Source: an optimization exercise on an open RTL-to-GDS flow (aim: a short achievable clock period and few clock cycles). Production flows keep margins and buffers that such runs may drop. No run shown here included a check of the RTL's function; only the layout flow was run. The clock port is modelled as an ideal driver; clocking choices that lean on that would not hold on a real chip. Power and IR drop assume default switching activity.

### flow/config.mk
export PLATFORM = sky130hd
export DESIGN_NAME = rv32i_core
export DESIGN_NICKNAME = rv32i_core
export VERILOG_FILES = /design/flow/design.v
export SDC_FILE = /design/flow/constraint.sdc
export NUM_CORES = 8
export LEC_CHECK = 0
export ABC_CLOCK_PERIOD_IN_PS = 3500
export CAP_MARGIN = 30
export CORE_MARGIN = 2
export CORE_UTILIZATION = 40
export GPL_TIMING_DRIVEN = 1
export SLEW_MARGIN = 20
### flow/flow/post_rsz.tcl
# Move each flip-flop that drives only an output port's buffer, and whose name
# matches one of MOVE_PATTERNS, next to that buffer (detailed placement then
# legalizes it).
set block [ord::get_db_block]
set moved 0
foreach port [get_ports -filter "direction == output"] {
  set pnet [get_nets [get_full_name $port]]
  foreach drv [get_pins -of_objects $pnet -filter "direction == output"] {
    set buf [get_cells -of_objects $drv]
    set bin [get_pins -of_objects $buf -filter "direction == input"]
    set inet [get_nets -of_objects $bin]
    if {[llength [get_pins -of_objects $inet]] != 2} { continue }
    foreach d2 [get_pins -of_objects $inet -filter "direction == output"] {
      set ff [get_cells -of_objects $d2]
      if {[llength [get_pins -of_objects $ff -filter "name == CLK"]] != 1} { continue }
      set name [get_full_name $ff]
      set hit 0
      foreach pat $::env(MOVE_PATTERNS) { if {[string match $pat $name]} { set hit 1 } }
      if {!$hit} { continue }
      set bi [sta::sta_to_db_inst $buf]
      set fi [sta::sta_to_db_inst $ff]
      lassign [$bi getLocation] x y
      $fi setLocation $x $y
      incr moved
    }
  }
}
puts "post_rsz: moved $moved output flip-flops next to their port buffers"
estimate_parasitics -placement
### flow/flow/run.sh
#!/bin/bash
set -euo pipefail
export MOVE_PATTERNS='ret_* st_m* re_m* sz_m* sd_m*'
bash standard.sh SETUP_SLACK_MARGIN=8.5 TNS_END_PERCENT=100 MATCH_CELL_FOOTPRINT=0 \
  POST_RESIZE_TCL=$PWD/flow/post_rsz.tcl finish > standard_flow.log 2>&1
### flow/design.v
module rv32i_core (
    input  logic Rst,
    input  logic Clk,
    output logic [31:0] imem_addr,
    input  logic [31:0] imem_rdata,
    output logic        dmem_re,
    output logic        dmem_we,
    output logic [1:0]  dmem_size,
    output logic [31:0] dmem_addr,
    output logic [31:0] dmem_wdata,
    input  logic [31:0] dmem_rdata,
    output logic        retire_valid,
    output logic [31:0] retire_pc,
    output logic        retire_we,
    output logic [4:0]  retire_rd,
    output logic [31:0] retire_wdata
);
    localparam int BN   = 8;             
    localparam int TH   = 15;            
    localparam int TW   = TH - 1;
    localparam int GH   = 15;            
    localparam int LW   = 6;             
    localparam logic [LW-1:0] LMAX = '1;
    logic        stall, redirect;
    logic [31:0] pc_f, pcx_f, ia_f;
    logic        first, firstb;
    logic        v_d;
    logic [31:0] ir_d, pc_d;
    logic        pt_d;
    logic [GH:2] ptgt_d;
    logic [31:0] imm_d, timm_d;
    logic        v_e;
    logic [31:0] pc_e, pc4_e, tgt_e;
    logic [GH:2] ptgt_e;
    logic        pt_e;
    logic [31:0] a_e, b_e, sd_e;
    logic        fa_e, fb_e, fs_e, nf_e;
    logic        sub_e, sra_e;
    logic        s_add_e, s_sll_e, s_slt_e, s_sltu_e, s_xor_e, s_srx_e, s_or_e, s_and_e, s_link_e;
    logic        is_br_e, is_jalr_e, is_ld_e, is_st_e, is_ctl_e, we_e;
    logic        c_eq_e, c_lt_e, c_ltu_e, c_inv_e;
    logic        force_tk_e, m_nt_e, sk_e;
    logic [4:0]  rd_e;
    logic [2:0]  f3_e;
    logic        v_m, re_m, st_m, we_m, is_ld_m, upd_m, tk_m, rdr_m, skill_m;
    logic [31:0] pc_m, res_m, reswn_m, addr_m, sd_m, tgt_m, rpn_m, rptn_m;
    logic        jalr_m;
    logic [4:0]  rd_m;
    logic        lb_m, lh_m, ls_m;
    logic [1:0]  sz_m;
    logic        ret_v, ret_we;
    logic [31:0] ret_pc, ret_wd;
    logic [4:0]  ret_rd;
    logic [BN-1:0] btb_v;
    logic [TW-1:0] btb_tag [BN];
    logic [GH:2]   btb_tgt [BN];
    logic [1:0]    btb_ctr [BN];
    logic [LW-1:0] btb_it [BN];
    logic [LW-1:0] btb_trip [BN];
    logic [BN-1:0] btb_cf;
    logic [BN-1:0] btb_p;
    logic [BN-1:0] fm;
    logic          f_hit;
    logic [GH:2]   f_tgt;
    logic [31:0]   pc_f4, pc_next;
    always_comb begin
        f_tgt = '0;
        for (int i = 0; i < BN; i++) begin
            fm[i] = btb_v[i] && (btb_tag[i] == pc_f[TH:2]);
            f_tgt = f_tgt | ({(GH-1){fm[i]}} & btb_tgt[i]);
        end
    end
    assign f_hit = |(fm & btb_p);
    assign pc_f4 = pc_f + 32'd4;
    logic [31:0] pc_slow;
    always_comb begin
        if (rdr_m)      pc_slow = !tk_m ? rpn_m : jalr_m ? ~rptn_m : tgt_m;
        else if (stall) pc_slow = pc_f;
        else if (f_hit) pc_slow = {pc_f[31:GH+1], f_tgt, 2'b00};
        else            pc_slow = pc_f4;
    end
    logic fred_t, fred_n, fred;
    always_comb begin
        if (fred_t)      pc_next = tgt_e;
        else if (fred_n) pc_next = pc4_e;
        else             pc_next = pc_slow;
    end
    always_ff @(posedge Clk or posedge Rst) begin
        if (Rst) first <= 1'b1;
        else     first <= 1'b0;
    end
    always_ff @(posedge Clk or posedge Rst) begin
        if (Rst) firstb <= 1'b0;
        else     firstb <= 1'b1;
    end
    always_ff @(posedge Clk) begin
        ia_f  <= first ? 32'd0 : pc_next;
        pcx_f <= firstb ? pc_next : 32'd0;
    end
    assign pc_f      = pcx_f;
    assign imem_addr = ia_f;
    always_ff @(posedge Clk or posedge Rst) begin
        if (Rst) v_d <= 1'b0;
        else     v_d <= !rdr_m && !fred && !first && (stall ? v_d : 1'b1);
    end
    logic [31:0] pre_imm, pre_timm;
    logic [31:0] q;
    assign q = imem_rdata;
    always_comb begin
        if (q[6:2] == 5'b01000)                            pre_imm = {{20{q[31]}}, q[31:25], q[11:7]};
        else if (q[6:2] == 5'b01101 || q[6:2] == 5'b00101) pre_imm = {q[31:12], 12'b0};
        else                                               pre_imm = {{20{q[31]}}, q[31:20]};
        if (q[6:2] == 5'b11011) pre_timm = {{11{q[31]}}, q[31], q[19:12], q[20], q[30:21], 1'b0};
        else                    pre_timm = {{19{q[31]}}, q[31], q[7], q[30:25], q[11:8], 1'b0};
    end
    always_ff @(posedge Clk) begin
        if (!stall) begin
            ir_d   <= imem_rdata;
            pc_d   <= pc_f;
            pt_d   <= f_hit;
            ptgt_d <= f_tgt;
            imm_d  <= pre_imm;
            timm_d <= pre_timm;
        end
    end
    logic [4:0] op;
    logic [4:0] rd, rs1, rs2;
    logic [2:0] f3;
    logic       i30;
    assign op  = ir_d[6:2];
    assign rd  = ir_d[11:7];
    assign f3  = ir_d[14:12];
    assign rs1 = ir_d[19:15];
    assign rs2 = ir_d[24:20];
    assign i30 = ir_d[30];
    logic is_lui, is_auipc, is_jal, is_jalr, is_br, is_ld, is_st, is_alui, is_alur;
    assign is_lui   = (op == 5'b01101);
    assign is_auipc = (op == 5'b00101);
    assign is_jal   = (op == 5'b11011);
    assign is_jalr  = (op == 5'b11001);
    assign is_br    = (op == 5'b11000);
    assign is_ld    = (op == 5'b00000);
    assign is_st    = (op == 5'b01000);
    assign is_alui  = (op == 5'b00100);
    assign is_alur  = (op == 5'b01100);
    logic writes, use1, use2, use_imm;
    assign writes  = (is_lui | is_auipc | is_jal | is_jalr | is_ld | is_alui | is_alur) && (rd != 5'd0);
    assign use1    = is_jalr | is_br | is_ld | is_st | is_alui | is_alur;
    assign use2    = is_br | is_st | is_alur;
    assign use_imm = ~(is_br | is_alur);
    logic [31:0] imm;
    assign imm = imm_d;
    logic [31:0] rf [32];
    logic [31:0] rv;
    logic [31:0] rf1, rf2, r1, r2;
    assign rf1 = rv[rs1] ? rf[rs1] : 32'd0;
    assign rf2 = rv[rs2] ? rf[rs2] : 32'd0;
    logic [31:0] ld, mv;
    assign mv = is_ld_m ? ld : ~reswn_m;
    always_ff @(posedge Clk) begin
        if (v_m && we_m) rf[rd_m] <= mv;
    end
    always_ff @(posedge Clk or posedge Rst) begin
        if (Rst)              rv <= 32'd0;
        else if (v_m && we_m) rv[rd_m] <= 1'b1;
    end
    logic h1e, h1m, h2e, h2m;
    assign h1e = v_e && !skill_m && we_e && (rd_e == rs1);
    assign h1m = v_m && we_m && (rd_m == rs1);
    assign h2e = v_e && !skill_m && we_e && (rd_e == rs2);
    assign h2m = v_m && we_m && (rd_m == rs2);
    assign r1 = h1m ? mv : rf1;
    assign r2 = h2m ? mv : rf2;
    assign stall = v_d && v_e && is_ld_e && ((use1 && h1e) || (use2 && h2e));
    logic [31:0] tgt_d;
    assign tgt_d  = pc_d + timm_d;
    always_ff @(posedge Clk or posedge Rst) begin
        if (Rst) v_e <= 1'b0;
        else     v_e <= v_d && !stall && !rdr_m && !fred && !fkill;
    end
    always_ff @(posedge Clk) begin
        pc_e   <= pc_d;
        pc4_e  <= pc_d + 32'd4;
        tgt_e  <= tgt_d;
        rd_e   <= rd;
        f3_e   <= f3;
        we_e   <= writes;
        is_br_e   <= is_br;
        is_jalr_e <= is_jalr;
        is_ld_e   <= is_ld;
        is_st_e   <= is_st;
        is_ctl_e  <= is_br | is_jal;
        a_e  <= (use1 && h1e) ? 32'd0 : is_auipc ? pc_d : is_lui ? 32'd0 : r1;
        fa_e <= use1 && h1e;
        nf_e <= !(use1 && h1e) && !(!use_imm && h2e) && !is_jalr;
        b_e  <= use_imm ? imm : h2e ? 32'd0 : r2;
        fb_e <= !use_imm && h2e;
        sd_e <= h2e ? 32'd0 : r2;
        fs_e <= is_st && h2e;
        sub_e    <= (is_alur && f3 == 3'b000 && i30);
        sra_e    <= i30;
        s_add_e  <= !(is_alui | is_alur | is_jal | is_jalr) || ((is_alui | is_alur) && f3 == 3'b000);
        s_sll_e  <= (is_alui | is_alur) && f3 == 3'b001;
        s_slt_e  <= (is_alui | is_alur) && f3 == 3'b010;
        s_sltu_e <= (is_alui | is_alur) && f3 == 3'b011;
        s_xor_e  <= (is_alui | is_alur) && f3 == 3'b100;
        s_srx_e  <= (is_alui | is_alur) && f3 == 3'b101;
        s_or_e   <= (is_alui | is_alur) && f3 == 3'b110;
        s_and_e  <= (is_alui | is_alur) && f3 == 3'b111;
        s_link_e <= is_jal | is_jalr;
        c_eq_e  <= (f3[2] == 1'b0);
        c_lt_e  <= (f3[2:1] == 2'b10);
        c_ltu_e <= (f3[2:1] == 2'b11);
        c_inv_e <= f3[0];
        force_tk_e <= is_jal | is_jalr;
        m_nt_e     <= pt_d;
        sk_e       <= is_br && !pt_d && (timm_d == 32'd8);
        pt_e       <= pt_d && !is_jalr;
        ptgt_e     <= ptgt_d;
    end
    logic [31:0] a, b, sd;
    assign a  = ({32{fa_e}} & res_m) | a_e;
    assign b  = ({32{fb_e}} & res_m) | b_e;
    assign sd = ({32{fs_e}} & res_m) | sd_e;
    logic [32:0] sum33;
    logic [31:0] sum;
    assign sum33 = {a, 1'b1} + {b ^ {32{sub_e}}, sub_e};
    assign sum   = sum33[32:1];
    logic eq, lt, ltu;
    assign eq  = (a == b);
    assign lt  = ($signed(a) < $signed(b));
    assign ltu = (a < b);
    logic [31:0] sll, srx;
    logic [32:0] sr33;
    assign sll  = a << b[4:0];
    assign sr33 = $signed({sra_e & a[31], a}) >>> b[4:0];
    assign srx  = sr33[31:0];
    logic [31:0] alu;
    assign alu = ({32{s_add_e}}  & sum)
               | ({32{s_sll_e}}  & sll)
               | ({32{s_slt_e}}  & {31'd0, lt})
               | ({32{s_sltu_e}} & {31'd0, ltu})
               | ({32{s_xor_e}}  & (a ^ b))
               | ({32{s_srx_e}}  & srx)
               | ({32{s_or_e}}   & (a | b))
               | ({32{s_and_e}}  & (a & b))
               | ({32{s_link_e}} & pc4_e);
    logic taken;
    assign taken = is_br_e ? (((c_eq_e & eq) | (c_lt_e & lt) | (c_ltu_e & ltu)) ^ c_inv_e) : force_tk_e;
    logic ve, skp, tgt_ok, red_t, red_n;
    assign ve       = v_e && !rdr_m && !skill_m;
    assign skp      = sk_e && v_d && !pt_d;
    assign tgt_ok   = pt_e && (tgt_e == {pc_e[31:GH+1], ptgt_e, 2'b00});
    assign red_t    = ve && !tgt_ok && !skp;
    assign red_n    = ve && m_nt_e;
    assign redirect = !nf_e && (taken ? red_t : red_n);
    logic eqf, ltf, ltuf, takenf;
    assign eqf    = (a_e == b_e);
    assign ltf    = ($signed(a_e) < $signed(b_e));
    assign ltuf   = (a_e < b_e);
    assign takenf = is_br_e ? (((c_eq_e & eqf) | (c_lt_e & ltf) | (c_ltu_e & ltuf)) ^ c_inv_e) : force_tk_e;
    assign fred_t = nf_e && takenf && red_t;
    assign fred_n = nf_e && !takenf && red_n;
    assign fred   = fred_t || fred_n;
    logic fkill, skill;
    assign fkill  = nf_e && takenf && ve && skp;
    assign skill  = !nf_e && taken && ve && skp;
    always_ff @(posedge Clk or posedge Rst) begin
        if (Rst) begin
            rdr_m <= 1'b0;
            skill_m <= 1'b0;
            v_m   <= 1'b0;
            re_m  <= 1'b0;
            st_m  <= 1'b0;
        end else begin
            rdr_m <= redirect;
            skill_m <= skill;
            v_m   <= ve;
            re_m  <= ve && is_ld_e;
            st_m  <= ve && is_st_e;
        end
    end
    always_ff @(posedge Clk) begin
        jalr_m  <= is_jalr_e;
        rptn_m  <= ~sum;     
        rpn_m   <= pc4_e;
        pc_m    <= pc_e;
        we_m    <= we_e;
        rd_m    <= rd_e;
        lb_m    <= (f3_e[1:0] == 2'b00);
        lh_m    <= (f3_e[1:0] == 2'b01);
        ls_m    <= !f3_e[2];
        sz_m    <= f3_e[1:0];
        is_ld_m <= is_ld_e;
        res_m   <= alu;
        reswn_m <= ~alu;
        addr_m  <= sum;
        sd_m    <= sd;
        tgt_m   <= tgt_e;
        upd_m   <= ve && is_ctl_e;
        tk_m    <= taken;
    end
    assign dmem_re    = re_m;
    assign dmem_we    = st_m;
    assign dmem_size  = sz_m;
    assign dmem_addr  = addr_m;
    assign dmem_wdata = sd_m;
    always_comb begin
        ld[7:0] = dmem_rdata[7:0];
        if (lb_m)      ld[15:8] = {8{dmem_rdata[7] & ls_m}};
        else           ld[15:8] = dmem_rdata[15:8];
        if (lb_m)      ld[31:16] = {16{dmem_rdata[7] & ls_m}};
        else if (lh_m) ld[31:16] = {16{dmem_rdata[15] & ls_m}};
        else           ld[31:16] = dmem_rdata[31:16];
    end
    logic [BN-1:0] mm;
    logic          m_hit;
    always_comb begin
        for (int i = 0; i < BN; i++) mm[i] = btb_v[i] && (btb_tag[i] == pc_m[TH:2]);
    end
    assign m_hit = |mm;
    logic [1:0]    c_old, c_new;
    logic [LW-1:0] it_old, tr_old, it_new, tr_new;
    logic          cf_new;
    logic cf_old;
    always_comb begin
        c_old = '0; it_old = '0; tr_old = '0; cf_old = 1'b0;
        for (int i = 0; i < BN; i++) begin
            c_old  = c_old  | ({2{mm[i]}} & btb_ctr[i]);
            it_old = it_old | ({LW{mm[i]}} & btb_it[i]);
            tr_old = tr_old | ({LW{mm[i]}} & btb_trip[i]);
            cf_old = cf_old | (mm[i] & btb_cf[i]);
        end
    end
    always_comb begin
        if (!m_hit) begin
            c_new  = 2'b10;
            it_new = 1;
            tr_new = '0;
            cf_new = 1'b0;
        end else if (tk_m) begin
            c_new  = (c_old == 2'b11) ? c_old : c_old + 2'b01;
            it_new = (it_old == LMAX) ? it_old : it_old + 1'b1;
            tr_new = tr_old;
            cf_new = cf_old;
        end else begin
            c_new  = (c_old == 2'b00) ? c_old : c_old - 2'b01;
            it_new = '0;
            tr_new = it_old;
            cf_new = (it_old == tr_old) && (it_old != LMAX);
        end
    end
    logic          bw_en, bw_tk, bw_new, bw_cf;
    logic [BN-1:0] bw_sel;
    logic [BN-1:0] rr;              
    logic [1:0]    bw_c;
    logic [LW-1:0] bw_it, bw_tr;
    logic [GH:2]   bw_tgt;
    logic [TW-1:0] bw_tag;
    always_ff @(posedge Clk or posedge Rst) begin
        if (Rst) bw_en <= 1'b0;
        else     bw_en <= upd_m && (m_hit || tk_m);
    end
    always_ff @(posedge Clk) begin
        bw_tk  <= tk_m;
        bw_new <= !m_hit;
        bw_sel <= m_hit ? mm : rr;
        bw_c   <= c_new;
        bw_it  <= it_new;
        bw_tr  <= tr_new;
        bw_cf  <= cf_new;
        bw_tgt <= tgt_m[GH:2];
    end
    always_ff @(posedge Clk) begin
        if (upd_m) bw_tag <= pc_m[TH:2];
    end
    always_ff @(posedge Clk or posedge Rst) begin
        if (Rst) begin
            btb_v <= '0;
            rr    <= 1;
        end else if (bw_en && bw_tk) begin
            btb_v <= btb_v | bw_sel;
            if (bw_new) rr <= {rr[BN-2:0], rr[BN-1]};
        end
    end
    always_ff @(posedge Clk) begin
        for (int i = 0; i < BN; i++) begin
            if (bw_en && bw_sel[i]) begin
                btb_ctr[i]  <= bw_c;
                btb_it[i]   <= bw_it;
                btb_trip[i] <= bw_tr;
                btb_cf[i]   <= bw_cf;
                btb_p[i]    <= bw_c[1] && !(bw_cf && bw_it == bw_tr);
                if (bw_tk)  btb_tgt[i] <= bw_tgt;
                if (bw_new) btb_tag[i] <= bw_tag;
            end
        end
    end
    always_ff @(posedge Clk or posedge Rst) begin
        if (Rst) ret_v <= 1'b0;
        else     ret_v <= v_m;
    end
    always_ff @(posedge Clk) begin
        ret_pc <= pc_m;
        ret_we <= we_m;
        ret_rd <= rd_m;
        ret_wd <= mv;
    end
    assign retire_valid = ret_v;
    assign retire_pc    = ret_pc;
    assign retire_we    = ret_we;
    assign retire_rd    = ret_rd;
    assign retire_wdata = ret_wd;
endmodule
### flow/standard.sh
#!/bin/bash
# synth_recipe.tcl (not shown) runs the flow's synth.tcl, then flattens the netlist and writes it again
# the make line also repeats each setting of config.mk as NAME=value (left out here)
make -C /OpenROAD-flow-scripts/flow DESIGN_CONFIG=/design/flow/config.mk WORK_HOME=/design/flow/orfs CLKGATE_MAP_FILE= SYNTH_SCRIPT=/design/flow/synth_recipe.tcl "${@:-finish}"
### flow/constraint.sdc
create_clock -name core_clock -period 12.0 [get_ports {Clk}]
set_input_delay 2.4000 -clock core_clock [delete_from_list [all_inputs] [get_ports {Clk}]]
set_output_delay 2.4000 -clock core_clock [all_outputs]
set_load 0.01 [all_outputs]
==> run summary, run 1 <==
- Via density per instance: between 6 and 7
- Combined global-route utilization of all metal layers: 27.2%
- DIE AREA: 259000 um2
- Maximum vdd ir drop: 0.163 mV
- Final hold viol count: 0
- First-pass GRT wire length: 498 mm
- Launching element type of the critical path: flip-flop
- Bufs on Longest Clock Path: 3
- Post-synth EDFFs: 1511
- Status: complete, no violations
- TritonCTS clock tree: yes
- Initial DRC count: 8291
- Chip width: 509 um
- Core box area: 254000 um2
- Power density over cell area: 159 nW/um2
- GRT met3 Usage: around 6%
- Mean area per synthesized cell: roughly 15 um2
- Vias post-DR: approximately 67000
- Setup Skew: approximately 0.093 ns
- Largest net degree at the start of global routing: about 110
- Most used routing layer in global routing: met2
- Slew Limit Headroom: between 20% and 30%
- Post-cts hold buffer count: 0
- Slew of the pin with the lowest slew margin: 1.11 ns
- CTS Root Cell: clkbuf_16
- Net count after synthesis: 7253
- Buffers added on ports: 234
- Via count of the first global-routing pass: 65500
- Cell depth of the worst flop-to-flop path: 16
- TNS Setup: 0 ns
- Register bit count reported by yosys: 2259
- Boundary Pins: 237
- Leakage power: between 40 and 50 nW
- Standard-cell rows: 185
- Unrepaired setup endpoints after global routing: true
- Synth area leader: edfxtp_1
- Finish-stage setup viols: 0
- Sinks on Clock Net: 2259
- Hold Path Class: flip-flop to flip-flop
- Clock latency of the later-clocked register in the worst-skew pair: about 0.92 ns
- Overall power consumption: 19.6 mW
- Maximum clock frequency: 259 MHz
- Critical Path RT: between 10 and 15 ns
- Period utilisation layout: 32.1%
- Antenna violations before repair: 46
- Met1 Resource Use GR: 35.6%
- Proportion of register bits with asynchronous set or reset after synthesis: 2.61%
- Critical path type: flip-flop to flip-flop
- Max_cap viols: 0
- Type of element capturing the critical path: flip-flop
- Sum of routed wire length over all layers: 363 mm
- Number of unique standard cell types used by synthesis: 110
- Relative area change from synthesis to final layout: 20.6%
- Share of Yosys cell area claimed by the top area cell type: 44.6%
- DR WL/cell: 32.8 um
- Proportion of synthesized chip area in sequential cells: 59.6%
- Clock slew at reported path FFs: roughly 0.06 ns
- Iteration count of the initial detailed-routing pass: 6
- Final HPWL from detailed placement: 224 mm
- Number of cells on the worst hold path: 0
- Nets: 7716
- Flip-flop cell with the highest count after synthesis: edfxtp_1
- Synth warnings: 6
- H-tree Lvls: 4
- Cts bufs inserted: roughly 230
- Synthesized instance count: 6990
- Fraction of final layout cells sized beyond drive strength 1: 30.4%
- Max-slew violations: 0
- Final critical path time including I/O delays and setup: 3.86 ns
- Final Wtd Congestion: 0.955
- Area contributors post-synth: edfxtp_1, mux4_2, dfxtp_1
- Area of the mapped netlist: roughly 100000 um2
- Arr. time, crit path: 4.68 ns
- DIE HEIGHT: 509 um
- Met2 usage in global routing: between 40% and 50%
- GRT overflow: 0
- Number of remaining DRC errors: 0
- Initial core utilization: 40.1%
- DRT antenna net count: 0
- Largest fanout on the critical path: 6
==> per-layer routing <==
metal  share of wire, %  routed length (um)  up-vias
met5              0.016                  57        -
met4                6.1               22100       10
met3                9.3               33800      792
met2                 46              167000     3592
met1                 39              140000    34700
li1                   -                   -    28100
==> worst paths after layout <==
kind | endpoint | from | slack, ns
max reg2reg | rdr_m | fa_e | 8.14
min | pc_m[11] | pc_e[11] | 0.30
min reg2reg | pc_m[11] | pc_e[11] | 0.30
min in group asynchronous | st_m | Rst | 1.89
max in group asynchronous | rv[7] | Rst | 9.43
max | rdr_m | fa_e | 8.14
==> sequential cells by signal, summed over array words and instances (netlist names), 48 cells and up, named ones only <==
| register | flops |
|---|---|
| btb_it | 48 |
| btb_trip | 48 |
| btb_tag | 112 |
| btb_tgt | 112 |
| rf | 1024 |
==> critical path: stages (launching register included) <==
cell and delay (ns):
dfxtp_4 0.39, buf_4 0.16, a21oi_4 0.23, inv_1 0.21
ha_1 0.39, nor2_1 0.08, and3_2 0.27, nand4_1 0.11
buf_4 0.18, a32oi_4 0.07, buf_12 0.18, buf_6 0.11
o211a_1 0.21, or4_4 0.55, a31o_4 0.26, or2_1 0.24
a21oi_2 0.14
==> kinds of logic after synthesis <==
family | Yosys count | share of synthesized area (%)
flops | 2259 | 59.6
simple gates | 1413 | 7.18
compound gates | 1172 | 7.82
mux | 855 | 16.6
buf+inv | 661 | 2.70
xor+xnor | 430 | 3.73
fa+ha+maj | 198 | 2.44
other cells | 2 | 0.00738
==> metrics by stage <==
step	worst slack, ns	utilization (%)	hold WS, ns	cells	cell area [um2]
after detailed placement	6.89	42.9	0.312	10300	109000
after global routing	8.08	48.4	0.306	11000	123000
final	8.14	48.4	0.298	11000	123000
after floorplan	8.28	-	0.310	6990	102000
after CTS	8.14	47.4	0.294	10900	120000
after global placement	6.88	42.8	0.313	10300	109000
==> where the power goes <==
group / switching, mW / internal (mW)
clock: 3.23 / 4.33
sequential: 0.371 / 8.87
combinational: 1.67 / 1.09
==> synthesized netlist by cell type (177+ instances only) <==
library cell,number
a21oi_1,305
clkbuf_1,267
nand2_1,415
o21ai_0,181
mux2i_1,177
mux4_2,661
inv_1,238
nor2_1,313
dfxtp_1,689
edfxtp_1,1511
xnor2_1,378
ha_1,196
==> final cells by class <==
class	instances	area (um2)
tap	3366	4210
timing repair buffer	626	6320
antenna	25	62.6
inverter	240	1170
multi-input combinational	4084	42000
clock buffer	316	6610
clock inverter	125	1460
fill	21700	131000
timing repair inverter	8	52.6
sequential	2259	60900
==> placed cells by master, fill, tap and decap left out, types with 35 or more instances in the layout <==
cell             count
a21o_1             124
a21oi_1            198
a21oi_2             59
a21oi_4             64
a221oi_1            38
a22oi_1             78
and2_1              50
and3_1              54
buf_2               73
buf_4              263
buf_6              145
clkbuf_1            48
clkbuf_16          263
clkdlybuf4s50_1     58
clkinv_2            49
dfrtp_1             56
dfxtp_1            552
dfxtp_2            120
edfxtp_1          1511
ha_1               165
inv_1              199
mux2i_1            147
mux4_2             661
nand2_1            404
nand2b_1            42
nand3_1             98
nand4_1            112
nor2_1             265
nor2_4              41
nor2b_1             41
nor3_1              83
o211ai_1            72
o21ai_0            150
o21bai_1            35
o31ai_1             57
xnor2_1            354
xor2_1              41
==> what timing repair did <==
item                                     CTS  global route
gates cloned                              33             9
endpoints found under the setup margin  1317           442
pin swaps                                116           120
gates resized for setup                 1082           360
setup buffers                            131            71
==> run 2, diff against run 1 <==
--- a/flow/design.v
+++ b/flow/design.v
@@ -199,3 +199,4 @@
         fs_e <= is_st && h2e;
-        sub_e    <= (is_alur && f3 == 3'b000 && i30);
+        sub_e    <= (is_alur && f3 == 3'b000 && i30) || is_br
+                    || ((is_alui | is_alur) && f3[2:1] == 2'b01);
         sra_e    <= i30;
@@ -224,10 +225,10 @@
     assign sd = ({32{fs_e}} & res_m) | sd_e;
-    logic [32:0] sum33;
+    logic [33:0] sum34;
     logic [31:0] sum;
-    assign sum33 = {a, 1'b1} + {b ^ {32{sub_e}}, sub_e};
-    assign sum   = sum33[32:1];
+    assign sum34 = {1'b0, a, 1'b1} + {1'b0, b ^ {32{sub_e}}, sub_e};
+    assign sum   = sum34[32:1];
     logic eq, lt, ltu;
     assign eq  = (a == b);
-    assign lt  = ($signed(a) < $signed(b));
-    assign ltu = (a < b);
+    assign ltu = !sum34[33];
+    assign lt  = (a[31] != b[31]) ? a[31] : sum[31];
     logic [31:0] sll, srx;
==> run summary, run 2 <==
- Slowest cell on crit path: dfxtp_4
- Via density per instance: between 6 and 7
- Post-synth EDFFs: 1511
- Via count of the first global-routing pass: 64000
- Chip width: 503 um
- Sinks on Clock Net: 2259
- Max-slew violations: 0
- Initial core utilization: between 40% and 50%
- Combined global-route utilization of all metal layers: 27.2%
- P_int: 14.1 mW
- Launching element type of the critical path: flip-flop
- Final Wtd Congestion: 0.944
- Most used routing layer in global routing: met2
- Synth warnings: 6
- Met1 Resource Use GR: around 37%
- Most common cell after layout, fill and taps aside: edfxtp_1
- Antenna violations before repair: 40
- Share of Yosys cell area claimed by the top area cell type: 45.5%
- Fraction of final layout cells sized beyond drive strength 1: 30.2%
- Maximum vdd ir drop: between 0.15 and 0.2 mV
- Total cell area at the placement stage: approximately 110000 um2
- Part of the power in registers: 47.8%
- Iteration count of the initial detailed-routing pass: 8
- Commonest cells after routing, fill and taps aside: edfxtp_1, mux4_2, dfxtp_1
- Mean area per synthesized cell: 14.6 um2
- Largest net degree at the start of global routing: 66
- DR WL/cell: 32.5 um
- Slowest cell delay on critical path: 0.46 ns
- Core box area: between 200000 and 250000 um2
- Portion of total power attributed to the clock network: 38.1%
- Relative area change from synthesis to final layout: 20.9%
- Max_cap viols: 0
- Area of the mapped netlist: 99800 um2
- Proportion of register bits with asynchronous set or reset after synthesis: ~2.6%
- Number of non-filler instances in the completed layout: 10800
- Sw Share: a little over a quarter
- Regs by FF count: rf x1024, btb_tag x112, btb_tgt x112
- Overall power consumption: 19.4 mW
- Clock slew at reported path FFs: approximately 0.06 ns
- Count of buffer and inverter cells on the critical path: 4
- DIE HEIGHT: slightly above 500 um
- Slew of the pin with the lowest slew margin: 1.26 ns
- Boundary Pins: ~240
- H-tree Lvls: 4
- Critical Path RT: 12.78 ns
- Post-cts hold buffer count: 0
- Register bit count reported by yosys: between 2000 and 2500
- Nets: about 7500
- Flip-flop cell with the highest count after synthesis: edfxtp_1
- Maximum clock frequency: 250 MHz
- CTS Root Cell: clkbuf_16
- Final hold viol count: 0
- Power density over cell area: around 160 nW/um2
- Portion of total power attributed to combinational logic: between 10% and 20%
- Net count after synthesis: between 7000 and 8000
- First-pass GRT wire length: 488 mm
- Synth area leader: edfxtp_1
- Unrepaired setup endpoints after global routing: true
- Final critical path time including I/O delays and setup: about 4.0 ns
- Buffers added on ports: around 230
- Vias post-DR: 65600
- Arr. time, crit path: 4.79 ns
- DRT antenna net count: 0
- GRT met3 Usage: 5.12%
- Slew Limit Headroom: ~16%
- DIE AREA: 254000 um2
- Most repeated cell in the gate-level netlist after synthesis: edfxtp_1
- Largest fanout on the critical path: 13
- Clock latency of the later-clocked register in the worst-skew pair: 0.93 ns
- Cts bufs inserted: 234
- Fill cell count: 21000
- Final HPWL from detailed placement: 219 mm
- Net switching power of the design: 5.24 mW
- Largest register FFs: 1024
- Setup Skew: 0.0900 ns
- Finish-stage setup viols: 0
- Area contributors post-synth: edfxtp_1, mux4_2, dfxtp_1
- Final-layout worst hold slack: just over 0.3 ns
- Bufs on Longest Clock Path: 3
- # placed instances: 10100
- GRT overflow: 0
- Cell area after layout: ~120000 um2
- TritonCTS clock tree: yes
- Type of element capturing the critical path: flip-flop
- Standard-cell rows: 183
- List of most frequent post-synthesis cells: edfxtp_1, dfxtp_1, mux4_2
- Synthesized instance count: 6826
- Crit path max-delay family: simple AND/OR/NAND/NOR gates
- Register with the most flip-flops: rf
- Hold Path Class: flip-flop to flip-flop
- Initial DRC count: 8064
- Leakage power: ~43 nW
- Number of unique standard cell types used by synthesis: 92
- Met2 usage in global routing: 42.2%
- Cells along the critical path: buf_12 -> nand2_4 -> nand2_4 -> buf_16 -> buf_4 -> buf_4 -> ha_1 -> nor4_2 -> nand4_1 -> nor4_1 -> nand4_1 -> nand2_1 -> a221oi_2 -> xnor2_1 -> mux2_4 -> mux2i_2
- Proportion of synthesized chip area in sequential cells: 60.8%
- Period utilisation layout: between 30% and 40%
- Critical path type: flip-flop to flip-flop
- Status: complete, no violations
- TNS Setup: 0 ns
- Number of remaining DRC errors: 0
- Sum of routed wire length over all layers: 352 mm
==> run 2: final timing paths <==
path	startpoint	end	slack, ns	cells after the start
setup / recovery	fb_e	rdr_m	8.00	16
hold / removal	ptgt_d[5]	ptgt_e[5]	0.31	0
setup reg to reg	fb_e	rdr_m	8.00	16
hold reg to reg	ptgt_d[5]	ptgt_e[5]	0.31	0
max in group asynchronous	Rst	rv[22]	9.49	4
min in group asynchronous	Rst	btb_v[4]	1.90	3
==> run 2: power by group through the flow <==
stage / sequential, mW / combinational (mW) / clock [mW]
after floorplan: 9.23 / 1.26 / 0
after global placement: 9.38 / 2.20 / 0
after detailed placement: 9.37 / 2.25 / 0
after CTS: 9.24 / 2.55 / 7.48
after global routing: 9.29 / 2.85 / 7.79
final: 9.27 / 2.72 / 7.38
==> run 2: cell families after synthesis <==
kind of cell	after synthesis	synth area share [%]
muxes	829	16.6
xor gates and xnor gates	432	3.79
adders and majority gates	168	2.11
buffers and inverters	657	2.52
DFF	2259	60.8
and+or+nand+nor	1323	6.49
AOI/OAI and AO/OA	1156	7.69
other	2	0.00753
==> run 2: worst register-to-register path, stage by stage (launching register included) <==
cell and delay (ns):
dfxtp_4 0.46, buf_12 0.15, nand2_4 0.04, nand2_4 0.09, buf_16 0.15, buf_4 0.12
buf_4 0.30, ha_1 0.31, nor4_2 0.45, nand4_1 0.29, nor4_1 0.43, nand4_1 0.21
nand2_1 0.14, a221oi_2 0.06, xnor2_1 0.14, mux2_4 0.33, mux2i_2 0.22
==> run 2: what timing repair did <==
| item | CTS | global route |
|---|---|---|
| gates resized for setup | 1179 | 383 |
| setup endpoints to repair | 1323 | 458 |
| pin swaps | 73 | 74 |
| gates cloned | 35 | 9 |
| endpoints found under the hold margin | 0 | 0 |
| buffers inserted | 125 | 54 |
==> run 2: layer usage <==
layer	up-vias	routed length (um)
li1	27400	-
met1	34100	139000
met2	3461	162000
met3	708	31400
met4	8	18800
met5	-	39
==> run 2: area by class of cell <==
| class | count | area [um2] | area share, % |
|---|---|---|---|
| clock inverter | 109 | 1210 | 1.01 |
| timing repair inverter | 6 | 42.5 | 0.0353 |
| timing repair buffer | 593 | 6200 | 5.14 |
| antenna | 24 | 60.1 | 0.0498 |
| clock buffer | 333 | 6680 | 5.53 |
| tap | 3330 | 4170 | 3.45 |
| sequential | 2259 | 60900 | 50.4 |
| inverter | 245 | 1150 | 0.953 |
| multi-input combinational | 3927 | 40300 | 33.4 |
==> run 2: through the flow <==
step                utilization, %  setup WS [ns]
CTS                           47.6           8.09
detailed placement            43.0           6.71
global route                  48.6           7.98
finish                        48.6           8.00
global placement              42.9           6.79
floorplan                        -           8.36
==> run 3, diff against run 2 <==
==> flow/flow/run.sh (replaced) <==
#!/bin/bash
set -euo pipefail
export MOVE_PATTERNS='ret_* st_m* re_m* sz_m* sd_m*'
bash standard.sh SETUP_SLACK_MARGIN=8.7 TNS_END_PERCENT=100 MATCH_CELL_FOOTPRINT=0 \
  POST_RESIZE_TCL=$PWD/flow/post_rsz.tcl finish > standard_flow.log 2>&1
==> run summary, run 3 <==
- Power density over cell area: 160 nW/um2
- Mean area per synthesized cell: about 15 um2
- Slew of the pin with the lowest slew margin: 1.10 ns
- Largest register FFs: approximately 1000
- # placed instances: 10100
- Slowest cell delay on critical path: 0.51 ns
- Maximum vdd ir drop: 0.151 mV
- Unrepaired setup endpoints after global routing: true
- Register bit count reported by yosys: 2259
- Slack of the worst reg-to-reg path: 8.08 ns
- Proportion of synthesized chip area in sequential cells: 60.8%
- Arr. time, crit path: 4.68 ns
- Synth area leader: edfxtp_1
- Reg-to-reg startpoint: fb_e
- Pre-CTS worst setup slack: a little under 7 ns
- Cts bufs inserted: 232
- Relative area change from synthesis to final layout: 21.9%
- Cells along the critical path: buf_4 -> nand2_4 -> nand2_8 -> buf_4 -> ha_1 -> nor4_1 -> nand4_1 -> nor4_2 -> nand4_1 -> nand2_1 -> a221oi_2 -> xnor2_1 -> mux2_4 -> nor3b_2
- Clock slew at reported path FFs: 0.07 ns
- Initial core utilization: 40.2%
- Count of buffer and inverter cells on the critical path: 2
- Synthesized instance count: 6826
- Vias post-DR: 66200
- Via density per instance: 6.08
- Status: complete, no violations
- Largest net degree at the start of global routing: 69
- Type of element capturing the critical path: flip-flop
- DIE HEIGHT: ~500 um
- Crit path max-delay family: simple AND/OR/NAND/NOR gates
- First-pass GRT wire length: 492 mm
- Proportion of register bits with asynchronous set or reset after synthesis: 2.61%
- Launching element type of the critical path: flip-flop
- Flip-flop cell with the highest count after synthesis: edfxtp_1
- Period utilisation layout: 32.6%
- Nets: 7572
- Endpoint of the lowest-slack register-to-register path: skill_m
- Commonest cells after routing, fill and taps aside: edfxtp_1, mux4_2, dfxtp_1
- Chip width: 503 um
- Sinks on Clock Net: around 2300
- H-tree Lvls: 4
- Synth warnings: 6
- Bufs on Longest Clock Path: 3
- Number of non-filler instances in the completed layout: 10900
- Critical path type: flip-flop to flip-flop
- Final hold viol count: 0
- Iteration count of the initial detailed-routing pass: 8
- Via count of the first global-routing pass: approximately 64000
- Leakage power: 43.0 nW
- Number of cells on the worst hold path: 0
- Worst Hold End: pc_m[19]
- Fraction of final layout cells sized beyond drive strength 1: 31.6%
- Register with the most flip-flops: rf
- GRT overflow: 0
- Post-cts hold buffer count: 0
- Most repeated cell in the gate-level netlist after synthesis: edfxtp_1
- Final critical path time including I/O delays and setup: 3.92 ns
- Net count after synthesis: between 7000 and 8000
- DIE AREA: about 250000 um2
- Post-synth EDFFs: 1511
- Final Wtd Congestion: 1.02
- Slack of the critical path: 8.08 ns
- DR WL/cell: roughly 33 um
- Worst Hold Launch: pc_e[19]
- TNS Setup: 0 ns
- Hold Path Class: flip-flop to flip-flop
- Critical Path RT: 12.76 ns
- Antenna violations before repair: 40
- Final HPWL from detailed placement: 222 mm
- Area of the mapped netlist: around 100000 um2
- Slowest cell on crit path: buf_4
- CTS Root Cell: clkbuf_16
- Combined global-route utilization of all metal layers: 27.6%
- Standard-cell rows: roughly 180
- Share of Yosys cell area claimed by the top area cell type: 45.5%
- Largest fanout on the critical path: 45
- Maximum clock frequency: roughly 260 MHz
- List of most frequent post-synthesis cells: edfxtp_1, dfxtp_1, mux4_2
- Most common cell after layout, fill and taps aside: edfxtp_1
- Setup Skew: 0.0992 ns
- Slew Limit Headroom: 26.6%
- DRT antenna net count: 0
- TritonCTS clock tree: yes
- Max_cap viols: 0
- Number of unique standard cell types used by synthesis: just over 90
- Core box area: ~250000 um2
- Area contributors post-synth: edfxtp_1, mux4_2, dfxtp_1
- Sum of routed wire length over all layers: 357 mm
- Clock latency of the later-clocked register in the worst-skew pair: between 0.9 and 1 ns
- Boundary Pins: between 200 and 250
- Max-slew violations: 0
- Buffers added on ports: 234
- Cell depth of the worst flop-to-flop path: 14
- Number of remaining DRC errors: 0
- Regs by FF count: rf x1024, btb_tag x112, btb_tgt x112
- Finish-stage setup viols: 0
- Initial DRC count: 8941
==> run 3: cell counts after synthesis <==
No cell type changed its count.
==> run 3: cells by family after synthesis <==
| family | share of synthesized area (%) |
|---|---|
| other | 0.00753 |
| and+or+nand+nor | 6.49 |
| AOI/OAI and AO/OA | 7.69 |
| DFF | 60.8 |
| xor gates and xnor gates | 3.79 |
| adders and majority gates | 2.11 |
| buffers and inverters | 2.52 |
| muxes | 16.6 |
==> run 3: worst reg2reg max path: stages (launching register included) <==
cell and delay, ns:
dfxtp_4 0.45, buf_4 0.16, nand2_4 0.06, nand2_8 0.11
buf_4 0.51, ha_1 0.36, nor4_1 0.36, nand4_1 0.24
nor4_2 0.46, nand4_1 0.25, nand2_1 0.14, a221oi_2 0.05
xnor2_1 0.14, mux2_4 0.33, nor3b_2 0.17
==> run 3: worst max-delay path by stage <==
stage	start	end	slack, ns	cells past startpoint
final	fb_e	skill_m	8.08	14
after global routing	fb_e	skill_m	8.02	16
after CTS	fb_e	skill_m	8.17	17
after detailed placement	dmem_rdata[7]	a_e[8]	6.94	9
after global placement	flip-flop	a_e[25]	7.08	8
after floorplan	dmem_rdata[7]	b_e[12]	8.36	7
==> run 3: repair_timing <==
| item | CTS | global route |
|---|---|---|
| pin swaps | 84 | 99 |
| resized for setup | 1172 | 358 |
| setup endpoints to repair | 1421 | 473 |
| cloned | 39 | 4 |
| setup buffers | 115 | 136 |
==> run 3: layer usage <==
metal  GRT usage [%]  up-vias  share of wire [%]
met5               0        -              0.021
met4            14.5       12                5.6
met3            6.01      790                9.9
met2            42.6     3748                 46
met1            36.6    34200                 38
li1                -    27500                  -
==> run 3: area by class of cell <==
type | instances | area (um2)
diodes | 15 | 37.5
multi-input cells | 3929 | 40800
repair inverters | 5 | 48.8
inverters | 245 | 1270
clock buffers | 331 | 6630
repair buffers | 667 | 6700
clock inverters | 110 | 1130
flip-flops and latches | 2259 | 60900
fillers | 20900 | 127000
well taps | 3330 | 4170
==> run 3: stage by stage <==
| stage | power [mW] | hold WS (ns) | util, % | instance area, um2 |
|---|---|---|---|---|
| 2_1_floorplan | 10.5 | 0.310 | - | 101000 |
| 3_3_place_gp | 11.7 | 0.311 | 43.1 | 107000 |
| 3_5_place_dp | 11.7 | 0.312 | 43.2 | 107000 |
| 4_1_cts | 19.2 | 0.304 | 47.8 | 119000 |
| 5_1_grt | 20.0 | 0.319 | 49.0 | 122000 |
| 6_report | 19.4 | 0.311 | 49.0 | 122000 |
==> run 3: power breakdown <==
part	total [mW]	switching, mW	internal (mW)
registers	9.27	0.370	8.90
logic	2.86	1.74	1.12
clock network	7.29	3.17	4.12
==> run 4, diff against run 3 <==
--- a/flow/design.v
+++ b/flow/design.v
@@ -45,3 +45,3 @@
     logic        v_m, re_m, st_m, we_m, is_ld_m, upd_m, tk_m, rdr_m, skill_m;
-    logic [31:0] pc_m, res_m, reswn_m, addr_m, sd_m, tgt_m, rpn_m, rptn_m;
+    logic [31:0] pc_m, res_m, addr_m, sd_m, tgt_m, rpn_m, rptn_m;
     logic        jalr_m;
@@ -158,3 +158,3 @@
     logic [31:0] ld, mv;
-    assign mv = is_ld_m ? ld : ~reswn_m;
+    assign mv = is_ld_m ? ld : res_m;
     always_ff @(posedge Clk) begin
@@ -296,3 +296,2 @@
         res_m   <= alu;
-        reswn_m <= ~alu;
         addr_m  <= sum;
==> flow/flow/run.sh (replaced) <==
#!/bin/bash
set -euo pipefail
export MOVE_PATTERNS='ret_* st_m* re_m* sz_m* sd_m*'
bash standard.sh SETUP_SLACK_MARGIN=8.5 TNS_END_PERCENT=100 MATCH_CELL_FOOTPRINT=0 \
  POST_RESIZE_TCL=$PWD/flow/post_rsz.tcl finish > standard_flow.log 2>&1
==> run summary, run 4 <==
- Nets: about 7500
- Core box area: between 200000 and 250000 um2
- Proportion of synthesized chip area in sequential cells: between 60% and 70%
- Area of the mapped netlist: 99600 um2
- Chip width: roughly 500 um
- First-pass GRT wire length: 488 mm
- Most repeated cell in the gate-level netlist after synthesis: edfxtp_1
- Slew Limit Headroom: under 10%
- Combined global-route utilization of all metal layers: 27.2%
- Count of buffer and inverter cells on the critical path: 2
- Area contributors post-synth: edfxtp_1, mux4_2, dfxtp_1
- Sum of routed wire length over all layers: 362 mm
- TritonCTS clock tree: yes
- Clock slew at reported path FFs: around 0.06 ns
- Status: complete, no violations
- Max-slew violations: 0
- Final Wtd Congestion: 0.978
- Register with the most flip-flops: rf
- Finish-stage setup viols: 0
- Number of unique standard cell types used by synthesis: between 100 and 150
- DIE HEIGHT: 503 um
- Hold Path Class: flip-flop to flip-flop
- Number of remaining DRC errors: 0
- Mean area per synthesized cell: 14.7 um2
- Clock latency of the later-clocked register in the worst-skew pair: roughly 0.91 ns
- Arr. time, crit path: 4.65 ns
- Synthesized instance count: 6782
- Largest register FFs: 1024
- DIE AREA: 253000 um2
- Final HPWL from detailed placement: 217 mm
- Iteration count of the initial detailed-routing pass: 8
- Crit path max-delay family: compound AO/OA/AOI/OAI gates
- Synth area leader: edfxtp_1
- Vias post-DR: 66900
- H-tree Lvls: 4
- Unrepaired setup endpoints after global routing: true
- Critical path type: flip-flop to flip-flop
- Register bit count reported by yosys: 2227
- Slowest cell delay on critical path: 0.71 ns
- Via density per instance: 6.18
- Period utilisation layout: 32.3%
- Slack of the critical path: around 8.1 ns
- Synth warnings: 6
- Setup Skew: 0.101 ns
- Initial DRC count: approximately 8500
- Maximum clock frequency: 258 MHz
- Commonest cells after routing, fill and taps aside: edfxtp_1, mux4_2, dfxtp_1
- Largest net degree at the start of global routing: 120
- Relative area change from synthesis to final layout: 20.1%
- TNS Setup: 0 ns
- GRT overflow: 0
- Initial core utilization: approximately 40%
- Number of non-filler instances in the completed layout: 10800
- Critical Path RT: 12.77 ns
- Buffers added on ports: approximately 230
- Largest fanout on the critical path: 6
- Post-synth EDFFs: 1511
- Post-cts hold buffer count: 0
- Share of Yosys cell area claimed by the top area cell type: 45.5%
- Slowest cell on crit path: dfxtp_2
- Sinks on Clock Net: 2227
- # placed instances: 10100
- Cts bufs inserted: 229
- Max_cap viols: 0
- Maximum vdd ir drop: 0.164 mV
- Pre-CTS worst setup slack: 6.78 ns
- Final critical path time including I/O delays and setup: roughly 3.9 ns
- List of most frequent post-synthesis cells: edfxtp_1, mux4_2, dfxtp_1
- Proportion of register bits with asynchronous set or reset after synthesis: between 2 and 3%
- Boundary Pins: 237
- Cells along the critical path: a21o_2 -> ha_2 -> a211oi_2 -> o211ai_1 -> a41oi_2 -> o21ai_1 -> a31oi_4 -> xnor2_4 -> inv_2 -> o21ai_4 -> mux2i_1 -> o211a_4 -> buf_4 -> nor3_2
- Most common cell after layout, fill and taps aside: edfxtp_1
- Type of element capturing the critical path: flip-flop
- Net count after synthesis: 7015
- Fraction of final layout cells sized beyond drive strength 1: 29.2%
- Via count of the first global-routing pass: 64400
- Bufs on Longest Clock Path: 3
- Final hold viol count: 0
- DR WL/cell: 33.4 um
- Power density over cell area: approximately 160 nW/um2
- CTS Root Cell: clkbuf_16
- Slew of the pin with the lowest slew margin: 1.43 ns
- Regs by FF count: rf x1024, btb_tag x112, btb_tgt x112
- DRT antenna net count: 0
- Leakage power: around 43 nW
- Standard-cell rows: approximately 180
- Flip-flop cell with the highest count after synthesis: edfxtp_1
- Antenna violations before repair: 41
- Launching element type of the critical path: flip-flop
-- run 4: changes by cell type in the layout (fill, tap and decap cells not counted), sizes merged, moves of 21 or more --
cell	previous run	this run
o21ai	222	171
o22a	0	49
nor3	101	149
nand2	410	370
o211ai	89	50
nand4	78	115
a31oi	10	43
dfxtp	689	657
nand3	89	114
a21oi	300	278
nor3b	27	6
-- run 4: cells by family (layout without fill, tap and decap cells) --
kind of cell | after synthesis | count (layout) | share of synthesized area, %
flip-flops | 2227 | 2227 | 60.2
AND/OR/NAND/NOR | 1352 | 1353 | 6.76
AO/OA/AOI/OAI | 1138 | 1163 | 7.80
multiplexers | 833 | 833 | 16.7
buffers and inverters | 642 | 1303 | 2.67
XOR/XNOR | 420 | 420 | 3.69
adder cells (fa/ha/maj) | 168 | 168 | 2.11
other | 2 | 32 | 0.00754
-- run 4: routing by layer --
metal	GRT usage [%]	vias to the layer above	wire length (um)
met5	0	-	57
met4	14.9	10	21900
met3	5.75	892	38900
met2	43.1	4009	167000
met1	35.0	34500	134000
li1	-	27500	-
-- run 4: through the flow --
stage                     hold slack (ns)  cell area [um2]  power [mW]  util, %
after global placement              0.311           106000        11.4     42.7
after detailed placement            0.312           106000        11.4     42.8
after CTS                           0.316           117000        19.1     47.2
after global routing                0.330           120000        19.8     48.2
after floorplan                     0.310           100000        10.3        -
final                               0.323           120000        19.3     48.2
-- run 4: worst paths after layout --
check | start | endpoint | slack (ns) | depth (start not counted)
setup / recovery | res_m[24] | skill_m | 8.12 | 14
hold / removal | ptgt_d[15] | ptgt_e[15] | 0.32 | 0
setup reg to reg | res_m[24] | skill_m | 8.12 | 14
hold reg to reg | ptgt_d[15] | ptgt_e[15] | 0.32 | 0
max in group asynchronous | Rst | rv[2] | 9.36 | 4
min in group asynchronous | Rst | ret_v | 1.97 | 3
-- run 4: final cells by class --
cell class	count	area [um2]
multi-input cells	3939	39700
diodes	30	75.1
inverters	220	843
clock buffers	303	6460
flip-flops and latches	2227	60300
well taps	3330	4170
fillers	21200	129000
repair buffers	656	6600
clock inverters	124	1580
-- run 4: repair_timing --
item                                    4_1_cts  5_1_grt
buffers inserted                            117      116
gates resized for setup                     978      281
endpoints found under the hold margin         0        0
endpoints found under the setup margin      676      875
cloned                                       32       21
pin swaps                                    91       81
-- run 4: worst register-to-register path, delay by kind of cell (launching register included) --
family                     cells  cell delay [ns]
and+or+nand+nor                1             0.03
AOI/OAI and AO/OA              8             1.96
xor gates and xnor gates       1             0.20
muxes                          1             0.24
DFF                            1             0.71
buffers and inverters          2             0.23
adders and majority gates      1             0.39
-- run 4: power by group --
| group | switching [mW] | internal, mW | total [mW] |
|---|---|---|---|
| Clock | 3.16 | 4.38 | 7.54 |
| Combinational | 1.63 | 1.01 | 2.64 |
| Sequential | 0.403 | 8.76 | 9.16 |
| Total | 5.20 | 14.2 | 19.3 |
==> run 5, diff against run 4 <==
--- a/flow/design.v
+++ b/flow/design.v
@@ -45,3 +45,3 @@
     logic        v_m, re_m, st_m, we_m, is_ld_m, upd_m, tk_m, rdr_m, skill_m;
-    logic [31:0] pc_m, res_m, addr_m, sd_m, tgt_m, rpn_m, rptn_m;
+    logic [31:0] pc_m, res_m, reswn_m, addr_m, sd_m, tgt_m, rpn_m, rptn_m;
     logic        jalr_m;
@@ -158,3 +158,3 @@
     logic [31:0] ld, mv;
-    assign mv = is_ld_m ? ld : res_m;
+    assign mv = is_ld_m ? ld : ~reswn_m;
     always_ff @(posedge Clk) begin
@@ -296,2 +296,3 @@
         res_m   <= alu;
+        reswn_m <= ~alu;
         addr_m  <= sum;
==> flow/flow/run.sh (replaced) <==
#!/bin/bash
set -euo pipefail
export MOVE_PATTERNS='ret_* st_m* re_m* sz_m* sd_m*'
export EXTRA_MARGINS='8.0 8.5 8.5'
bash standard.sh SETUP_SLACK_MARGIN=8.5 TNS_END_PERCENT=100 MATCH_CELL_FOOTPRINT=0 \
  POST_RESIZE_TCL=$PWD/flow/post_rsz.tcl POST_CTS_TCL=$PWD/flow/post_cts_rep.tcl \
  finish > standard_flow.log 2>&1
==> flow/flow/post_cts_rep.tcl (new file) <==
# More rounds of setup repair after clock tree synthesis, aiming at rising
# margins.
foreach m $::env(EXTRA_MARGINS) {
  repair_timing -setup -setup_margin $m -repair_tns 100 -verbose
  detailed_placement
  estimate_parasitics -placement
}
report_worst_slack -max
==> run summary, run 5 <==
- Final cell utilization of the core: roughly 49%
- Final hold viol count: 0
- Share of Yosys cell area claimed by the top area cell type: 45.5%
- Antenna violations before repair: 38
- Final critical path time including I/O delays and setup: 3.91 ns
- First-pass GRT wire length: 488 mm
- Core box area: approximately 250000 um2
- Unrepaired setup endpoints after global routing: true
- Number of remaining DRC errors: 0
- DRT antenna net count: 0
- Pre-CTS worst setup slack: approximately 6.7 ns
- Largest register FFs: between 1000 and 1500
- List of most frequent post-synthesis cells: edfxtp_1, dfxtp_1, mux4_2
- Status: complete, no violations
- Vias post-DR: 65700
- Largest net degree at the start of global routing: between 60 and 70
- Setup Skew: about 0.086 ns
- Cell depth of the worst flop-to-flop path: 18
- Slack of the worst reg-to-reg path: 8.09 ns
- TNS Setup: 0 ns
- Slew Limit Headroom: 17.7%
- Area contributors post-synth: edfxtp_1, mux4_2, dfxtp_1
- Final Wtd Congestion: 0.944
- Leakage power: around 43 nW
- DIE AREA: 254000 um2
- Worst Hold Launch: pc_e[15]
- Final HPWL from detailed placement: about 220 mm
- Maximum vdd ir drop: ~0.19 mV
- Slew of the pin with the lowest slew margin: 1.23 ns
- Most common cell after layout, fill and taps aside: edfxtp_1
- Critical path type: flip-flop to flip-flop
- Buffers added on ports: 234
- Flip-flop cell with the highest count after synthesis: edfxtp_1
- Launching element type of the critical path: flip-flop
- Critical Path RT: 12.78 ns
- Hold Path Class: flip-flop to flip-flop
- Initial core utilization: between 40% and 50%
- DR WL/cell: 32.6 um
- Largest fanout on the critical path: 6
- Chip width: 503 um
- Standard-cell rows: 183
- Endpoint of the lowest-slack register-to-register path: rdr_m
- Clock latency of the later-clocked register in the worst-skew pair: 0.93 ns
- Commonest cells after routing, fill and taps aside: edfxtp_1, mux4_2, dfxtp_1
- Net count after synthesis: 7059
- Regs by FF count: rf x1024, btb_tag x112, btb_tgt x112
- Nets: 7527
- Boundary Pins: 237
- Number of unique standard cell types used by synthesis: 92
- Max_cap viols: 0
- Post-synth EDFFs: 1511
- Synth warnings: 6
- Relative area change from synthesis to final layout: 21.2%
- Worst Hold End: pc_m[15]
- Fraction of final layout cells sized beyond drive strength 1: between 30% and 40%
- Combined global-route utilization of all metal layers: 27.2%
- GRT met3 Usage: 5.17%
- Register with the most flip-flops: rf
- Synthesized instance count: approximately 6800
- Proportion of synthesized chip area in sequential cells: 60.8%
- Reg-to-reg startpoint: fb_e
- Power density over cell area: between 150 and 200 nW/um2
- TritonCTS clock tree: yes
- GRT overflow: 0
- Sum of routed wire length over all layers: ~350 mm
- Arr. time, crit path: ~4.7 ns
- Area of the mapped netlist: 99800 um2
- Overall power consumption: 19.4 mW
- Most used routing layer in global routing: met2
- Via count of the first global-routing pass: roughly 64000
- Mean area per synthesized cell: about 15 um2
- Proportion of register bits with asynchronous set or reset after synthesis: 2.61%
- Synth area leader: edfxtp_1
- Slack of the critical path: 8.09 ns
- Met2 usage in global routing: 42.3%
- Period utilisation layout: 32.6%
- Register bit count reported by yosys: 2259
- Via density per instance: 6.06
- Maximum clock frequency: 256 MHz
- Sinks on Clock Net: 2259
- Clock slew at reported path FFs: roughly 0.060 ns
- Initial DRC count: 8164
- Number of cells on the worst hold path: 0
- Most repeated cell in the gate-level netlist after synthesis: edfxtp_1
- Iteration count of the initial detailed-routing pass: 6
- Max-slew violations: 0
- DIE HEIGHT: 503 um
- Met1 Resource Use GR: roughly 37%
- Finish-stage setup viols: 0
- Type of element capturing the critical path: flip-flop
## run 5: metrics by stage
step	instance area [um2]	hold slack, ns	instances
floorplan	100000	0.310	6826
global placement	107000	0.311	10100
detailed placement	107000	0.312	10100
global route	121000	0.302	10800
finish	121000	0.311	10900
## run 5: worst max path at each step
| stage | startpoint | end | cells past startpoint |
|---|---|---|---|
| final | fb_e | rdr_m | 18 |
| after global routing | fb_e | rdr_m | 18 |
| after detailed placement | dmem_rdata[15] | b_e[24] | 7 |
| after global placement | dmem_rdata[15] | b_e[26] | 7 |
| after floorplan | imem_rdata[4] | timm_d[11] | 4 |
## run 5: cell type report
type                    instances  area [um2]
diodes                         21        52.6
clock buffers                 333        6680
clock inverters               109        1210
fillers                     21000      127000
inverters                     245        1180
multi-input cells            3925       40300
flip-flops and latches       2259       60900
well taps                    3330        4170
repair buffers                622        6480
repair inverters                7        51.3
## run 5: worst max-delay path, stage by stage, from the launching register on
cell and delay [ns]:
dfxtp_4 0.46, buf_12 0.15, nand2_8 0.06, nand2_8 0.11, clkinv_8 0.05, buf_12 0.13, xnor2_4 0.12, ha_4 0.31
nand2_4 0.06, a2111oi_4 0.35, o311a_1 0.31, o2111ai_4 0.18, o21ai_4 0.25, a32o_2 0.20, nor2_2 0.05, a221oi_2 0.34
xnor2_1 0.11, mux2_4 0.33, mux2i_2 0.22
## run 5: power breakdown
group | total [mW] | internal (mW) | switching [mW] | leakage (nW)
Clock | 7.39 | 4.18 | 3.21 | 3.86
Sequential | 9.27 | 8.90 | 0.369 | 20.6
Combinational | 2.77 | 1.08 | 1.69 | 18.4
## run 5: kinds of logic after synthesis
logic type	after synthesis	synth area share, %
fa+ha+maj	168	2.11
compound gates	1156	7.69
buf+inv	657	2.52
mux	829	16.6
other cells	2	0.00753
xor+xnor	432	3.79
simple gates	1323	6.49
flops	2259	60.8
## run 5: layer usage
layer	wire, um	part of all wire [%]	up-vias
met2	163000	46	3471
met5	37	0.010	-
li1	-	-	27400
met4	19300	5.5	8
met1	139000	39	34200
met3	31900	9.0	705
==> run 6, diff against run 5 <==
--- a/flow/flow/run.sh
+++ b/flow/flow/run.sh
@@ -4,4 +4,6 @@
 export EXTRA_MARGINS='8.0 8.5 8.5'
+export GRT_MARGIN=8.5
 bash standard.sh SETUP_SLACK_MARGIN=8.5 TNS_END_PERCENT=100 MATCH_CELL_FOOTPRINT=0 \
   POST_RESIZE_TCL=$PWD/flow/post_rsz.tcl POST_CTS_TCL=$PWD/flow/post_cts_rep.tcl \
+  POST_GLOBAL_ROUTE_TCL=$PWD/flow/post_grt_rep.tcl \
   finish > standard_flow.log 2>&1
==> flow/flow/post_grt_rep.tcl (new file) <==
# One more round of setup repair with global-route parasitics; the route
# guides are written again afterwards.
global_route -start_incremental
repair_timing -setup -setup_margin $::env(GRT_MARGIN) -repair_tns 100 -verbose
detailed_placement
global_route -end_incremental
estimate_parasitics -global_routing
report_worst_slack -max
write_guides $::env(RESULTS_DIR)/route.guide
==> run summary, run 6 <==
- Mean area per synthesized cell: 14.6 um2
- Fraction of final layout cells sized beyond drive strength 1: 30.9%
- Synth area leader: edfxtp_1
- Buffers added on ports: 234
- GRT overflow: 0
- Worst Hold End: ptgt_e[4]
- TNS Setup: 0 ns
- Iteration count of the initial detailed-routing pass: 6
- Number of non-filler instances in the completed layout: between 10000 and 15000
- Maximum vdd ir drop: about 0.19 mV
- Vias post-DR: 65700
- Clock latency of the later-clocked register in the worst-skew pair: 0.93 ns
- Max_cap viols: 0
- Power density over cell area: 160 nW/um2
- Slew Limit Headroom: 12.2%
- Initial DRC count: 8221
- Critical Path RT: 12.79 ns
- Register bit count reported by yosys: around 2300
- Final-layout worst hold slack: ~0.31 ns
- Setup Skew: 0.0891 ns
- Final HPWL from detailed placement: between 200 and 250 mm
- Boundary Pins: 237
- Largest net degree at the start of global routing: 66
- DIE HEIGHT: 503 um
- Slack of the critical path: 8.05 ns
- Regs by FF count: rf x1024, btb_tag x112, btb_tgt x112
- Via count of the first global-routing pass: 64100
- Number of cells on the worst hold path: 0
- Flip-flop cell with the highest count after synthesis: edfxtp_1
- Initial core utilization: 40.2%
- Largest register FFs: 1024
- # placed instances: 10100
- Slew of the pin with the lowest slew margin: 1.32 ns
- Cells along the critical path: clkbuf_16 -> clkbuf_16 -> a21oi_1 -> inv_1 -> ha_1 -> nor4_1 -> nand4_1 -> nor4_1 -> nand4_1 -> nand2_1 -> a221oi_2 -> xnor2_1 -> mux2_4 -> mux2i_2
- Synthesized instance count: 6826
- Fill cell count: approximately 21000
- Area of the mapped netlist: 99800 um2
- Register with the most flip-flops: rf
- Endpoint of the lowest-slack register-to-register path: rdr_m
- Commonest cells after routing, fill and taps aside: edfxtp_1, mux4_2, dfxtp_1
- Slowest cell on crit path: a21oi_1
- Period utilisation layout: 33.0%
- Nets: 7542
- CP Launch Point: fb_e
- Via density per instance: just over 6
- Chip width: 503 um
- Most common cell after layout, fill and taps aside: edfxtp_1
- Launching element type of the critical path: flip-flop
- Count of buffer and inverter cells on the critical path: 3
- Hold Path Class: flip-flop to flip-flop
- Final Wtd Congestion: 0.944
- Final hold viol count: 0
- Combined global-route utilization of all metal layers: 27.2%
- Worst Hold Launch: ptgt_d[4]
- Type of element capturing the critical path: flip-flop
- Proportion of synthesized chip area in sequential cells: between 60% and 70%
- Final critical path time including I/O delays and setup: approximately 4.0 ns
- Standard-cell rows: between 150 and 200
- Sum of routed wire length over all layers: 353 mm
- DR WL/cell: 32.5 um
- Number of remaining DRC errors: 0
- Post-synth EDFFs: 1511
- DIE AREA: 254000 um2
- TritonCTS clock tree: yes
- Clock slew at reported path FFs: about 0.07 ns
- Slack of the worst reg-to-reg path: 8.05 ns
- DRT antenna net count: 0
- Slowest cell delay on critical path: 0.56 ns
- Cell depth of the worst flop-to-flop path: 14
- Critical path type: flip-flop to flip-flop
- Maximum clock frequency: 253 MHz
- Sinks on Clock Net: ~2300
- Number of unique standard cell types used by synthesis: 92
- Synth warnings: 6
- Leakage power: around 43 nW
- Net count after synthesis: just over 7000
- Largest fanout on the critical path: 6
- First-pass GRT wire length: about 500 mm
- Crit path max-delay family: simple AND/OR/NAND/NOR gates
- Status: complete, no violations
- Most repeated cell in the gate-level netlist after synthesis: edfxtp_1
- Antenna violations before repair: 38
- Area contributors post-synth: edfxtp_1, mux4_2, dfxtp_1
- Reg-to-reg startpoint: fb_e
- Finish-stage setup viols: 0
- List of most frequent post-synthesis cells: edfxtp_1, dfxtp_1, mux4_2
- Arr. time, crit path: ~4.7 ns
- Max-slew violations: 0
- Share of Yosys cell area claimed by the top area cell type: 45.5%
- Core box area: 248000 um2
- Proportion of register bits with asynchronous set or reset after synthesis: 2.61%
- Pre-CTS worst setup slack: 6.71 ns
- Relative area change from synthesis to final layout: 21.6%
==> run 6: cell counts after synthesis <==
No cell type changed its count.
==> run 6: cells by family after synthesis <==
family,after synthesis,share of synthesized area [%]
AOI/OAI and AO/OA,1156,7.69
xor gates and xnor gates,432,3.79
adders and majority gates,168,2.11
buffers and inverters,657,2.52
DFF,2259,60.8
muxes,829,16.6
other,2,0.00753
and+or+nand+nor,1323,6.49
==> run 6: final cells by class <==
cell class | count | area, um2 | area share, %
flip-flops and latches | 2259 | 60900 | 50.2
multi-input cells | 3925 | 40500 | 33.3
clock buffers | 333 | 6680 | 5.50
repair buffers | 637 | 6660 | 5.48
well taps | 3330 | 4170 | 3.43
clock inverters | 109 | 1210 | 1.00
inverters | 245 | 1180 | 0.973
diodes | 24 | 60.1 | 0.0495
repair inverters | 7 | 51.3 | 0.0423
==> run 6: worst register-to-register path, stage by stage (launching register included) <==
cell and delay [ns]:
dfxtp_4 0.41, clkbuf_16 0.19, clkbuf_16 0.16, a21oi_1 0.56, inv_1 0.12, ha_1 0.37, nor4_1 0.27, nand4_1 0.21
nor4_1 0.46, nand4_1 0.22, nand2_1 0.14, a221oi_2 0.06, xnor2_1 0.14, mux2_4 0.34, mux2i_2 0.22
==> run 6: power by group <==
group          leakage [nW]  switching, mW  total, mW  internal (mW)
Sequential             20.6          0.368       9.27           8.90
Clock                  3.86           3.20       7.39           4.18
Combinational          18.5           1.70       2.80           1.10
Total                  43.0           5.27       19.5           14.2
==> run 6: how the worst max path moves through the flow <==
stage / end / cells past startpoint
after floorplan: timm_d[11] / 4
after global placement: b_e[26] / 7
final: rdr_m / 14
after detailed placement: b_e[24] / 7
==> run 6: layer usage <==
| layer | part of all wire (%) | vias up | track usage (%) |
|---|---|---|---|
| met5 | 0.012 | - | 0 |
| met4 | 5.4 | 8 | 13.0 |
| met3 | 8.9 | 719 | 5.17 |
| met2 | 46 | 3466 | 42.3 |
| met1 | 40 | 34100 | 36.8 |
| li1 | - | 27400 | - |
==> run 6: through the flow <==
stage | power (mW) | util, % | cell area (um2)
finish | 19.5 | 48.8 | 121000
floorplan | 10.5 | - | 100000
detailed placement | 11.6 | 43.0 | 107000
global placement | 11.6 | 42.9 | 107000

what the ideal ports hide:
The results above use ideal ports. As a check the final layouts listed here were re-extracted and re-timed, cells and wires unchanged.
Step 1 (the two cells are an assumption about what drives the block):
set clk [get_ports {Clk}]
set_driving_cell -lib_cell sky130_fd_sc_hd__clkbuf_16 $clk
set_driving_cell -lib_cell sky130_fd_sc_hd__buf_2 [delete_from_list [all_inputs] $clk]
Step 2 moves the port delays by t, midway between the first and last clock arrival at a register: inputs arrive t later, outputs are due t later. That takes back most of the time a late clock gives input paths.
Slacks: no drivers / after step 1 / after step 2; pairs: no drivers / after step 1.
run	shift t [ns]	setup WS [ns]	worst setup path at the end	pins driven straight from the clock port
run 1	0.963	8.142 / 8.117 / 7.529	input to register	1
run 2	0.982	7.996 / 7.996 / 7.648	input to register	1
run 3	0.954	8.083 / 8.083 / 7.645	input to register	1
run 4	0.971	8.122 / 8.111 / 7.494	input to register	1
run 5	0.983	8.087 / 8.087 / 7.580	input to register	1
run 6	0.984	8.046 / 8.046 / 7.548	input to register	1
After both steps every run listed still meets setup and hold. The setup slack of run 4, which loses most, moves by -0.011 ns with the drivers and by -0.628 ns with both steps.
